This is an optimization exercise on Yosys and OpenROAD, whose aim is small area, a short achievable clock period and few clock cycles, not a production implementation. Where RTL was checked, it was by simulation tests only, not by an equivalence proof against the original.

==> inputs of try-nickel <==
==> flow/design.v (excerpt) <==
module Milestone_1 (
	input  logic            Clock,
	input  logic            resetn,
	input  logic            start,
	input  logic   [15:0]   SRAM_read_data,
	output logic   [17:0]   SRAM_address,
	output logic   [15:0]   SRAM_write_data,
	output logic            SRAM_we_n,
	output logic            stop
);
==> flow/config.mk <==
export PLATFORM = sky130hd
export DESIGN_NAME = Milestone_1
export DESIGN_NICKNAME = Milestone_1
export VERILOG_FILES = /design/flow/design.v
export SDC_FILE = /design/flow/constraint.sdc
export NUM_CORES = 4
export LEC_CHECK = 0
export ABC_CLOCK_PERIOD_IN_PS = 4500
export CAP_MARGIN = 20
export CORE_MARGIN = 2
export CORE_UTILIZATION = 40
export SETUP_SLACK_MARGIN = 5
export SLEW_MARGIN = 20
==> flow/constraint.sdc <==
create_clock -name core_clock -period 11.0 [get_ports {Clock}]
set_input_delay 2.2000 -clock core_clock [delete_from_list [all_inputs] [get_ports {Clock}]]
set_output_delay 2.2000 -clock core_clock [all_outputs]
set_load 0.01 [all_outputs]
run.sh (not shown) runs the stock make flow with config.mk's settings and CLKGATE_MAP_FILE= SYNTH_SCRIPT=/design/flow/synth_recipe.tcl, a recipe that flattens the netlist after the stock synthesis.
==> try-juniper: changes against try-nickel <==
--- a/flow/design.v
+++ b/flow/design.v
@@ -8,207 +8,183 @@
 	output logic   [17:0]   SRAM_address,
 	output logic   [15:0]   SRAM_write_data,
 	output logic            SRAM_we_n,
 	output logic            stop
 );
 localparam [17:0] U_BASE = 18'd38400;
 localparam [17:0] V_BASE = 18'd57600;
 localparam [17:0] RGB_BASE = 18'd146944;
-logic        run, pre, xg, xga;
+logic        run, pre;
 logic [2:0]  p, pa;
 logic [7:0]  kk, kka;
 logic [15:0] ycnt;
 logic [17:0] waddr;
 logic [7:0]  cyr, ylo;
 logic [7:0]  uw [0:5];
 logic [7:0]  vw [0:5];
 logic [7:0]  uhi, ulo, vlo;
 logic [8:0]  opu, opv;
 logic        negu, negv;
 logic [7:0]  bhold;
 logic [2:0] np;
 logic [7:0] nkk;
-logic       nxg, row_end, last_row;
-assign row_end  = (p == 3'd4) && (kk == 8'd160) && !xg;
+logic       row_end, last_row;
+assign row_end  = (p == 3'd4) && (kk == 8'd160);
 assign last_row = (ycnt == 16'd38400) && !pre;
 always_comb begin
-	nxg = 1'b0;
 	nkk = kka;
 	np  = pa + 3'd1;
-	if (xga && pa == 3'd5) begin
-		nxg = 1'b1;
-		np  = 3'd6;
-	end else if (xga) begin
-		nkk = 8'd0;
+	if (pa == 3'd4) begin
 		np  = 3'd0;
-	end else if (pa == 3'd4) begin
-		np = 3'd0;
-		if (kka == 8'd160) begin
-			nxg = 1'b1;
-			np  = 3'd5;
-		end else begin
-			nkk = kka + 8'd1;
-		end
+		nkk = (kka == 8'd160) ? 8'd0 : kka + 8'd1;
 	end
 end
 logic        n_rd_y, n_wr, n_rd_uv, b_rd_y, b_wr, b_rd_uv, b_isv;
 logic [1:0]  b_off;
 logic [17:0] uv_addr;
 logic [1:0]  uv_off;
 logic        uv_isv;
 always_comb begin
 	n_rd_y  = 1'b0;
 	n_wr    = 1'b0;
 	n_rd_uv = 1'b0;
 	uv_off  = 2'd2;
 	uv_isv  = 1'b0;
-	if (nxg) begin
-		n_rd_uv = 1'b1; uv_isv = 1'b1; uv_off = (np == 3'd5) ? 2'd0 : 2'd1;
-	end else if (nkk == 8'd0) begin
+	if (nkk == 8'd0) begin
 		case (np)
 			3'd1: n_rd_y = 1'b1;
 			3'd2: begin n_rd_uv = 1'b1; uv_isv = 1'b0; uv_off = 2'd2; end
 			default: ;
 		endcase
 	end else begin
 		case (np)
 			3'd0: begin
-				if (!nkk[0]) begin
+				if (nkk == 8'd158) begin n_rd_uv = 1'b1; uv_isv = 1'b0; uv_off = pre ? 2'd0 : 2'd1; end
+				else if (nkk == 8'd159) begin n_rd_uv = 1'b1; uv_isv = 1'b0; uv_off = pre ? 2'd1 : 2'd2; end
+				else if (nkk == 8'd160) begin n_rd_uv = 1'b1; uv_isv = 1'b1; uv_off = 2'd0; end
+				else if (!nkk[0]) begin
 					uv_isv = 1'b0;
-					if (nkk == 8'd160) begin n_rd_uv = 1'b1; uv_off = 2'd0; end
-					else n_rd_uv = (nkk <= 8'd154);
+					n_rd_uv = (nkk <= 8'd154);
 				end else begin
 					uv_isv = 1'b1;
 					n_rd_uv = (nkk <= 8'd155);
 				end
 			end
 			3'd1: begin
-				if (nkk == 8'd160) begin n_rd_uv = 1'b1; uv_isv = 1'b0; uv_off = 2'd1; end
-				else n_rd_y = 1'b1;
+				if (nkk == 8'd160) begin n_rd_uv = 1'b1; uv_isv = 1'b1; uv_off = 2'd1; end
+				else n_rd_y = !pre;
 			end
 			default: n_wr = 1'b1;
 		endcase
 	end
 end
 assign uv_addr = {3'd0, ycnt[15:1]} + (b_isv ? V_BASE : U_BASE) + {16'd0, b_off};
 always_ff @(posedge Clock or negedge resetn) begin
 	if (~resetn) begin
 		run <= 1'b0;
 		stop <= 1'b0;
-		pre <= 1'b0;
-		xg <= 1'b0;
-		p <= 3'd0;
-		kk <= 8'd0;
-		pa <= 3'd0;
-		kka <= 8'd0;
-		xga <= 1'b0;
 		ycnt <= 16'd0;
 		waddr <= RGB_BASE;
-		b_rd_y <= 1'b0;
-		b_wr <= 1'b0;
-		b_rd_uv <= 1'b0;
-		b_isv <= 1'b0;
-		b_off <= 2'd0;
-		SRAM_address <= 18'd0;
 		SRAM_we_n <= 1'b1;
 	end else begin
 		SRAM_we_n <= 1'b1;
 		if (!run) begin
-			if (start && !stop) begin
-				run <= 1'b1;
-				pre <= 1'b1;
-				p <= 3'd0;
-				kk <= 8'd160;
-				pa <= 3'd1;
-				kka <= 8'd160;
-				SRAM_address <= U_BASE;
-				b_rd_y <= 1'b0;
-				b_wr <= 1'b0;
-				b_rd_uv <= 1'b1;
-				b_isv <= 1'b0;
-				b_off <= 2'd1;
-			end
+			run <= start && !stop;
 		end else if (row_end && last_row) begin
 			run <= 1'b0;
 			stop <= 1'b1;
-		end else begin
-			p <= pa;
-			kk <= kka;
-			xg <= xga;
-			pa <= np;
-			kka <= nkk;
-			xga <= nxg;
-			if (xga) pre <= 1'b0;
-			b_rd_y <= n_rd_y;
-			b_wr <= n_wr;
-			b_rd_uv <= n_rd_uv;
-			b_isv <= uv_isv;
-			b_off <= uv_off;
-			if (b_rd_y) begin
-				SRAM_address <= {2'd0, ycnt};
-				ycnt <= ycnt + 16'd1;
-			end else if (b_wr && !pre) begin
-				SRAM_address <= waddr;
-				waddr <= waddr + 18'd1;
-				SRAM_we_n <= 1'b0;
-			end else if (b_rd_uv) begin
-				SRAM_address <= uv_addr;
-			end
+		end else if (b_rd_y) begin
+			ycnt <= ycnt + 16'd1;
+		end else if (b_wr && !pre) begin
+			waddr <= waddr + 18'd1;
+			SRAM_we_n <= 1'b0;
 		end
 	end
 end
+always_ff @(posedge Clock) begin
+	if (!run) begin
+		pre <= 1'b1;
+		p <= 3'd0;
+		kk <= 8'd158;
+		pa <= 3'd1;
+		kka <= 8'd158;
+		SRAM_address <= U_BASE;
+		b_rd_y <= 1'b0;
+		b_wr <= 1'b0;
+		b_rd_uv <= 1'b0;
+		b_isv <= 1'b0;
+		b_off <= 2'd0;
+	end else begin
+		p <= pa;
+		kk <= kka;
+		pa <= np;
+		kka <= nkk;
+		if (p == 3'd4 && kk == 8'd160) pre <= 1'b0;
+		b_rd_y <= n_rd_y;
+		b_wr <= n_wr;
+		b_rd_uv <= n_rd_uv;
+		b_isv <= uv_isv;
+		b_off <= uv_off;
+		if (b_rd_y)
+			SRAM_address <= {2'd0, ycnt};
+		else if (b_wr && !pre)
+			SRAM_address <= waddr;
+		else if (b_rd_uv)
+			SRAM_address <= uv_addr;
+	end
+end
 logic c_s1v, c_tmode, c_tm2, c_tm3, c_isv3, c_first_i, c_ld_opu, c_ld_opv;
 logic c_cap_even, c_first_e, c_w1, c_w2;
 always_ff @(posedge Clock) begin
 	c_s1v      <= (pa == 3'd2);
-	c_tmode    <= (pa == 3'd0) && (kka == 8'd0) && !xga;
+	c_tmode    <= (pa == 3'd0) && (kka == 8'd0);
 	c_tm2      <= c_tmode;
 	c_tm3      <= c_tm2;
 	c_isv3     <= (pa == 3'd4);
-	c_first_i  <= (kka == 8'd0) && !xga;
+	c_first_i  <= (kka == 8'd0);
 	c_ld_opu   <= (pa == 3'd3);
 	c_ld_opv   <= (pa == 3'd4);
 	c_cap_even <= (pa == 3'd4);
 	c_first_e  <= (kka == 8'd1);
 	c_w1       <= (pa == 3'd1);
 	c_w2       <= (pa == 3'd2);
 end
 logic [7:0] rd_hi, rd_lo, vin;
 assign rd_hi = SRAM_read_data[15:8];
 assign rd_lo = SRAM_read_data[7:0];
 assign vin = (kk >= 8'd157) ? vw[5] : (kk[0] ? rd_hi : vlo);
 always_ff @(posedge Clock) begin
-	if (p == 3'd3 && kk <= 8'd159 && !xg) begin
+	if (p == 3'd3 && kk <= 8'd159) begin
 		cyr <= rd_hi;
 		ylo <= rd_lo;
-	end else if (p == 3'd4 && !xg) begin
+	end else if (p == 3'd4) begin
 		cyr <= ylo;
 	end
-	if (kk == 8'd160 && p == 3'd2 && !xg) begin
-		uw[0] <= rd_hi; uw[1] <= rd_hi; uw[2] <= rd_hi; uw[3] <= rd_lo;
-	end else if (kk == 8'd160 && p == 3'd3 && !xg) begin
+	if (kk == 8'd159 && p == 3'd4) begin
+		uw[0] <= uhi; uw[1] <= uhi; uw[2] <= uhi; uw[3] <= ulo;
+	end else if (kk == 8'd159 && p == 3'd2) begin
 		uw[4] <= rd_hi; uw[5] <= rd_lo;
-	end else if (p == 3'd0 && kk != 8'd0 && !xg) begin
+	end else if (p == 3'd0 && kk != 8'd0 && kk != 8'd160) begin
 		uw[0] <= uw[1]; uw[1] <= uw[2]; uw[2] <= uw[3]; uw[3] <= uw[4]; uw[4] <= uw[5];
 		uw[5] <= (kk >= 8'd157) ? uw[5] : (kk[0] ? uhi : ulo);
 	end
-	if (!xg && ((p == 3'd2 && !kk[0] && kk != 8'd0 && kk <= 8'd154) || (p == 3'd4 && kk == 8'd0))) begin
+	if ((p == 3'd2 && !kk[0] && kk != 8'd0 && (kk <= 8'd154 || kk == 8'd158)) || (p == 3'd4 && kk == 8'd0)) begin
 		uhi <= rd_hi;
 		ulo <= rd_lo;
 	end
-	if (kk == 8'd0 && p == 3'd0 && !xg) begin
+	if (kk == 8'd160 && p == 3'd2) begin
 		vw[1] <= rd_hi; vw[2] <= rd_hi; vw[3] <= rd_hi; vw[4] <= rd_lo;
-	end else if (kk == 8'd0 && p == 3'd1 && !xg) begin
+	end else if (kk == 8'd160 && p == 3'd3) begin
 		vw[5] <= rd_hi;
-	end else if (p == 3'd2 && !xg) begin
+	end else if (p == 3'd2) begin
 		vw[0] <= vw[1]; vw[1] <= vw[2]; vw[2] <= vw[3]; vw[3] <= vw[4]; vw[4] <= vw[5];
 		vw[5] <= vin;
 	end
-	if (!xg && ((p == 3'd2 && kk[0] && kk <= 8'd155) || (p == 3'd1 && kk == 8'd0))) vlo <= rd_lo;
+	if ((p == 3'd2 && kk[0] && kk <= 8'd155) || (p == 3'd3 && kk == 8'd160)) vlo <= rd_lo;
 end
 logic        uadj;
 logic [7:0]  ia, ib, ic, id, ie, ig;
 logic [8:0]  q2, q3, p2, p3;
 logic [7:0]  ar, gr, am, gm;
 logic [0:0]  ntm;
 logic [18:0] ira, irb, ira_r, irb_r, S;
 logic [8:0]  iop;
==> flow/flow/run.sh (new file) <==
#!/bin/bash
set -euo pipefail
export BUFFER_PORTS_ARGS="-buffer_cell sky130_fd_sc_hd__buf_2"
export SETUP_SLACK_MARGIN=7.9
bash standard.sh > standard_flow.log 2>&1
==> flow/standard.sh (new file) <==
#!/bin/bash
# synth_recipe.tcl (not shown) runs the flow's synth.tcl, then flattens the netlist and writes it again
# the make line also repeats each setting of config.mk as NAME=value (left out here)
make -C /OpenROAD-flow-scripts/flow DESIGN_CONFIG=/design/flow/config.mk WORK_HOME=/design/flow/orfs CLKGATE_MAP_FILE= SYNTH_SCRIPT=/design/flow/synth_recipe.tcl "${@:-finish}"
CORE_UTILIZATION = 55   (was 40)
CTS_CLUSTER_DIAMETER = 100   (was not set)
CTS_CLUSTER_SIZE = 25   (was not set)
SETUP_SLACK_MARGIN = not set   (was 5)
removed: flow/run.sh
==> try-ember: changes against try-nickel <==
--- a/flow/design.v
+++ b/flow/design.v
@@ -8,207 +8,183 @@
 	output logic   [17:0]   SRAM_address,
 	output logic   [15:0]   SRAM_write_data,
 	output logic            SRAM_we_n,
 	output logic            stop
 );
 localparam [17:0] U_BASE = 18'd38400;
 localparam [17:0] V_BASE = 18'd57600;
 localparam [17:0] RGB_BASE = 18'd146944;
-logic        run, pre, xg, xga;
+logic        run, pre;
 logic [2:0]  p, pa;
 logic [7:0]  kk, kka;
 logic [15:0] ycnt;
 logic [17:0] waddr;
 logic [7:0]  cyr, ylo;
 logic [7:0]  uw [0:5];
 logic [7:0]  vw [0:5];
 logic [7:0]  uhi, ulo, vlo;
 logic [8:0]  opu, opv;
 logic        negu, negv;
 logic [7:0]  bhold;
 logic [2:0] np;
 logic [7:0] nkk;
-logic       nxg, row_end, last_row;
-assign row_end  = (p == 3'd4) && (kk == 8'd160) && !xg;
+logic       row_end, last_row;
+assign row_end  = (p == 3'd4) && (kk == 8'd160);
 assign last_row = (ycnt == 16'd38400) && !pre;
 always_comb begin
-	nxg = 1'b0;
 	nkk = kka;
 	np  = pa + 3'd1;
-	if (xga && pa == 3'd5) begin
-		nxg = 1'b1;
-		np  = 3'd6;
-	end else if (xga) begin
-		nkk = 8'd0;
+	if (pa == 3'd4) begin
 		np  = 3'd0;
-	end else if (pa == 3'd4) begin
-		np = 3'd0;
-		if (kka == 8'd160) begin
-			nxg = 1'b1;
-			np  = 3'd5;
-		end else begin
-			nkk = kka + 8'd1;
-		end
+		nkk = (kka == 8'd160) ? 8'd0 : kka + 8'd1;
 	end
 end
 logic        n_rd_y, n_wr, n_rd_uv, b_rd_y, b_wr, b_rd_uv, b_isv;
 logic [1:0]  b_off;
 logic [17:0] uv_addr;
 logic [1:0]  uv_off;
 logic        uv_isv;
 always_comb begin
 	n_rd_y  = 1'b0;
 	n_wr    = 1'b0;
 	n_rd_uv = 1'b0;
 	uv_off  = 2'd2;
 	uv_isv  = 1'b0;
-	if (nxg) begin
-		n_rd_uv = 1'b1; uv_isv = 1'b1; uv_off = (np == 3'd5) ? 2'd0 : 2'd1;
-	end else if (nkk == 8'd0) begin
+	if (nkk == 8'd0) begin
 		case (np)
 			3'd1: n_rd_y = 1'b1;
 			3'd2: begin n_rd_uv = 1'b1; uv_isv = 1'b0; uv_off = 2'd2; end
 			default: ;
 		endcase
 	end else begin
 		case (np)
 			3'd0: begin
-				if (!nkk[0]) begin
+				if (nkk == 8'd158) begin n_rd_uv = 1'b1; uv_isv = 1'b0; uv_off = pre ? 2'd0 : 2'd1; end
+				else if (nkk == 8'd159) begin n_rd_uv = 1'b1; uv_isv = 1'b0; uv_off = pre ? 2'd1 : 2'd2; end
+				else if (nkk == 8'd160) begin n_rd_uv = 1'b1; uv_isv = 1'b1; uv_off = 2'd0; end
+				else if (!nkk[0]) begin
 					uv_isv = 1'b0;
-					if (nkk == 8'd160) begin n_rd_uv = 1'b1; uv_off = 2'd0; end
-					else n_rd_uv = (nkk <= 8'd154);
+					n_rd_uv = (nkk <= 8'd154);
 				end else begin
 					uv_isv = 1'b1;
 					n_rd_uv = (nkk <= 8'd155);
 				end
 			end
 			3'd1: begin
-				if (nkk == 8'd160) begin n_rd_uv = 1'b1; uv_isv = 1'b0; uv_off = 2'd1; end
-				else n_rd_y = 1'b1;
+				if (nkk == 8'd160) begin n_rd_uv = 1'b1; uv_isv = 1'b1; uv_off = 2'd1; end
+				else n_rd_y = !pre;
 			end
 			default: n_wr = 1'b1;
 		endcase
 	end
 end
 assign uv_addr = {3'd0, ycnt[15:1]} + (b_isv ? V_BASE : U_BASE) + {16'd0, b_off};
 always_ff @(posedge Clock or negedge resetn) begin
 	if (~resetn) begin
 		run <= 1'b0;
 		stop <= 1'b0;
-		pre <= 1'b0;
-		xg <= 1'b0;
-		p <= 3'd0;
-		kk <= 8'd0;
-		pa <= 3'd0;
-		kka <= 8'd0;
-		xga <= 1'b0;
 		ycnt <= 16'd0;
 		waddr <= RGB_BASE;
-		b_rd_y <= 1'b0;
-		b_wr <= 1'b0;
-		b_rd_uv <= 1'b0;
-		b_isv <= 1'b0;
-		b_off <= 2'd0;
-		SRAM_address <= 18'd0;
 		SRAM_we_n <= 1'b1;
 	end else begin
 		SRAM_we_n <= 1'b1;
 		if (!run) begin
-			if (start && !stop) begin
-				run <= 1'b1;
-				pre <= 1'b1;
-				p <= 3'd0;
-				kk <= 8'd160;
-				pa <= 3'd1;
-				kka <= 8'd160;
-				SRAM_address <= U_BASE;
-				b_rd_y <= 1'b0;
-				b_wr <= 1'b0;
-				b_rd_uv <= 1'b1;
-				b_isv <= 1'b0;
-				b_off <= 2'd1;
-			end
+			run <= start && !stop;
 		end else if (row_end && last_row) begin
 			run <= 1'b0;
 			stop <= 1'b1;
-		end else begin
-			p <= pa;
-			kk <= kka;
-			xg <= xga;
-			pa <= np;
-			kka <= nkk;
-			xga <= nxg;
-			if (xga) pre <= 1'b0;
-			b_rd_y <= n_rd_y;
-			b_wr <= n_wr;
-			b_rd_uv <= n_rd_uv;
-			b_isv <= uv_isv;
-			b_off <= uv_off;
-			if (b_rd_y) begin
-				SRAM_address <= {2'd0, ycnt};
-				ycnt <= ycnt + 16'd1;
-			end else if (b_wr && !pre) begin
-				SRAM_address <= waddr;
-				waddr <= waddr + 18'd1;
-				SRAM_we_n <= 1'b0;
-			end else if (b_rd_uv) begin
-				SRAM_address <= uv_addr;
-			end
+		end else if (b_rd_y) begin
+			ycnt <= ycnt + 16'd1;
+		end else if (b_wr && !pre) begin
+			waddr <= waddr + 18'd1;
+			SRAM_we_n <= 1'b0;
 		end
 	end
 end
+always_ff @(posedge Clock) begin
+	if (!run) begin
+		pre <= 1'b1;
+		p <= 3'd0;
+		kk <= 8'd158;
+		pa <= 3'd1;
+		kka <= 8'd158;
+		SRAM_address <= U_BASE;
+		b_rd_y <= 1'b0;
+		b_wr <= 1'b0;
+		b_rd_uv <= 1'b0;
+		b_isv <= 1'b0;
+		b_off <= 2'd0;
+	end else begin
+		p <= pa;
+		kk <= kka;
+		pa <= np;
+		kka <= nkk;
+		if (p == 3'd4 && kk == 8'd160) pre <= 1'b0;
+		b_rd_y <= n_rd_y;
+		b_wr <= n_wr;
+		b_rd_uv <= n_rd_uv;
+		b_isv <= uv_isv;
+		b_off <= uv_off;
+		if (b_rd_y)
+			SRAM_address <= {2'd0, ycnt};
+		else if (b_wr && !pre)
+			SRAM_address <= waddr;
+		else if (b_rd_uv)
+			SRAM_address <= uv_addr;
+	end
+end
 logic c_s1v, c_tmode, c_tm2, c_tm3, c_isv3, c_first_i, c_ld_opu, c_ld_opv;
 logic c_cap_even, c_first_e, c_w1, c_w2;
 always_ff @(posedge Clock) begin
 	c_s1v      <= (pa == 3'd2);
-	c_tmode    <= (pa == 3'd0) && (kka == 8'd0) && !xga;
+	c_tmode    <= (pa == 3'd0) && (kka == 8'd0);
 	c_tm2      <= c_tmode;
 	c_tm3      <= c_tm2;
 	c_isv3     <= (pa == 3'd4);
-	c_first_i  <= (kka == 8'd0) && !xga;
+	c_first_i  <= (kka == 8'd0);
 	c_ld_opu   <= (pa == 3'd3);
 	c_ld_opv   <= (pa == 3'd4);
 	c_cap_even <= (pa == 3'd4);
 	c_first_e  <= (kka == 8'd1);
 	c_w1       <= (pa == 3'd1);
 	c_w2       <= (pa == 3'd2);
 end
 logic [7:0] rd_hi, rd_lo, vin;
 assign rd_hi = SRAM_read_data[15:8];
 assign rd_lo = SRAM_read_data[7:0];
 assign vin = (kk >= 8'd157) ? vw[5] : (kk[0] ? rd_hi : vlo);
 always_ff @(posedge Clock) begin
-	if (p == 3'd3 && kk <= 8'd159 && !xg) begin
+	if (p == 3'd3 && kk <= 8'd159) begin
 		cyr <= rd_hi;
 		ylo <= rd_lo;
-	end else if (p == 3'd4 && !xg) begin
+	end else if (p == 3'd4) begin
 		cyr <= ylo;
 	end
-	if (kk == 8'd160 && p == 3'd2 && !xg) begin
-		uw[0] <= rd_hi; uw[1] <= rd_hi; uw[2] <= rd_hi; uw[3] <= rd_lo;
-	end else if (kk == 8'd160 && p == 3'd3 && !xg) begin
+	if (kk == 8'd159 && p == 3'd4) begin
+		uw[0] <= uhi; uw[1] <= uhi; uw[2] <= uhi; uw[3] <= ulo;
+	end else if (kk == 8'd159 && p == 3'd2) begin
 		uw[4] <= rd_hi; uw[5] <= rd_lo;
-	end else if (p == 3'd0 && kk != 8'd0 && !xg) begin
+	end else if (p == 3'd0 && kk != 8'd0 && kk != 8'd160) begin
 		uw[0] <= uw[1]; uw[1] <= uw[2]; uw[2] <= uw[3]; uw[3] <= uw[4]; uw[4] <= uw[5];
 		uw[5] <= (kk >= 8'd157) ? uw[5] : (kk[0] ? uhi : ulo);
 	end
-	if (!xg && ((p == 3'd2 && !kk[0] && kk != 8'd0 && kk <= 8'd154) || (p == 3'd4 && kk == 8'd0))) begin
+	if ((p == 3'd2 && !kk[0] && kk != 8'd0 && (kk <= 8'd154 || kk == 8'd158)) || (p == 3'd4 && kk == 8'd0)) begin
 		uhi <= rd_hi;
 		ulo <= rd_lo;
 	end
-	if (kk == 8'd0 && p == 3'd0 && !xg) begin
+	if (kk == 8'd160 && p == 3'd2) begin
 		vw[1] <= rd_hi; vw[2] <= rd_hi; vw[3] <= rd_hi; vw[4] <= rd_lo;
-	end else if (kk == 8'd0 && p == 3'd1 && !xg) begin
+	end else if (kk == 8'd160 && p == 3'd3) begin
 		vw[5] <= rd_hi;
-	end else if (p == 3'd2 && !xg) begin
+	end else if (p == 3'd2) begin
 		vw[0] <= vw[1]; vw[1] <= vw[2]; vw[2] <= vw[3]; vw[3] <= vw[4]; vw[4] <= vw[5];
 		vw[5] <= vin;
 	end
-	if (!xg && ((p == 3'd2 && kk[0] && kk <= 8'd155) || (p == 3'd1 && kk == 8'd0))) vlo <= rd_lo;
+	if ((p == 3'd2 && kk[0] && kk <= 8'd155) || (p == 3'd3 && kk == 8'd160)) vlo <= rd_lo;
 end
 logic        uadj;
 logic [7:0]  ia, ib, ic, id, ie, ig;
 logic [8:0]  q2, q3, p2, p3;
 logic [7:0]  ar, gr, am, gm;
 logic [0:0]  ntm;
 logic [18:0] ira, irb, ira_r, irb_r, S;
 logic [8:0]  iop;
==> flow/flow/run.sh (new file) <==
#!/bin/bash
set -euo pipefail
export BUFFER_PORTS_ARGS="-buffer_cell sky130_fd_sc_hd__buf_2"
export SETUP_SLACK_MARGIN=7.6
bash standard.sh > standard_flow.log 2>&1
==> flow/standard.sh (new file) <==
#!/bin/bash
# synth_recipe.tcl (not shown) runs the flow's synth.tcl, then flattens the netlist and writes it again
# the make line also repeats each setting of config.mk as NAME=value (left out here)
make -C /OpenROAD-flow-scripts/flow DESIGN_CONFIG=/design/flow/config.mk WORK_HOME=/design/flow/orfs CLKGATE_MAP_FILE= SYNTH_SCRIPT=/design/flow/synth_recipe.tcl "${@:-finish}"
CORE_UTILIZATION = 55   (was 40)
CTS_CLUSTER_DIAMETER = 100   (was not set)
CTS_CLUSTER_SIZE = 25   (was not set)
SETUP_SLACK_MARGIN = not set   (was 5)
removed: flow/run.sh
==> summary of the runs <==
try-nickel finished with timing, DRC and antenna clean. try-ember finished clean. try-juniper completed with no timing, DRC or antenna violations.
Area after synthesis: try-juniper is lower than try-nickel (2.3%).
In try-juniper the first-iteration DRC count is higher than in try-nickel, by about 14%.
Register-to-register slack: try-nickel is lower than try-juniper (0.69 ns).
Synthesized cell count is the same in try-juniper and try-ember.
Wire length, highest first: try-juniper, try-ember, try-nickel.
Against try-juniper, the setup slack of try-ember is higher by 0.0097 ns.
The highest final area belongs to try-nickel, the lowest to try-ember.
Global-route usage is about the same in try-juniper and try-ember.
Testbench counts of try-juniper, summed over its fixed seeds: cycles 772,864.
Testbench counts of try-ember, summed over its fixed seeds: cycles 772,864.
No functional check of the RTL was part of try-nickel.

## port drivers added, routing unchanged
Ports are ideal in the flow. The routed layouts listed here were re-timed in OpenROAD. Step 1 assumes that a clkbuf_16 drives the clock port and a buf_2 every other input. Step 2 moves the port delays by t, midway between the first and last clock arrival at a register: inputs arrive t later, outputs are due t later. That takes back most of the time a late clock gives input paths. a / b / c = ideal ports / drivers / drivers and shift; a / b = the first two.
run | t, ns | slack for setup (ns) | worst register clock-pin slew, ns | worst data-port slew with drivers (ns)
try-nickel | 0.667 | 6.714 / 6.741 / 6.074 | 0.06 / 0.06 | 0.05
try-juniper | 0.610 | 7.590 / 7.555 / 7.590 | 0.11 / 0.11 | 0.06
try-ember | 0.615 | 7.600 / 7.555 / 7.600 | 0.10 / 0.10 | 0.07
After both steps setup and hold are still met in every run listed. The setup slack of try-nickel, which loses most, moves by +0.027 ns with the drivers and by -0.640 ns with both steps.
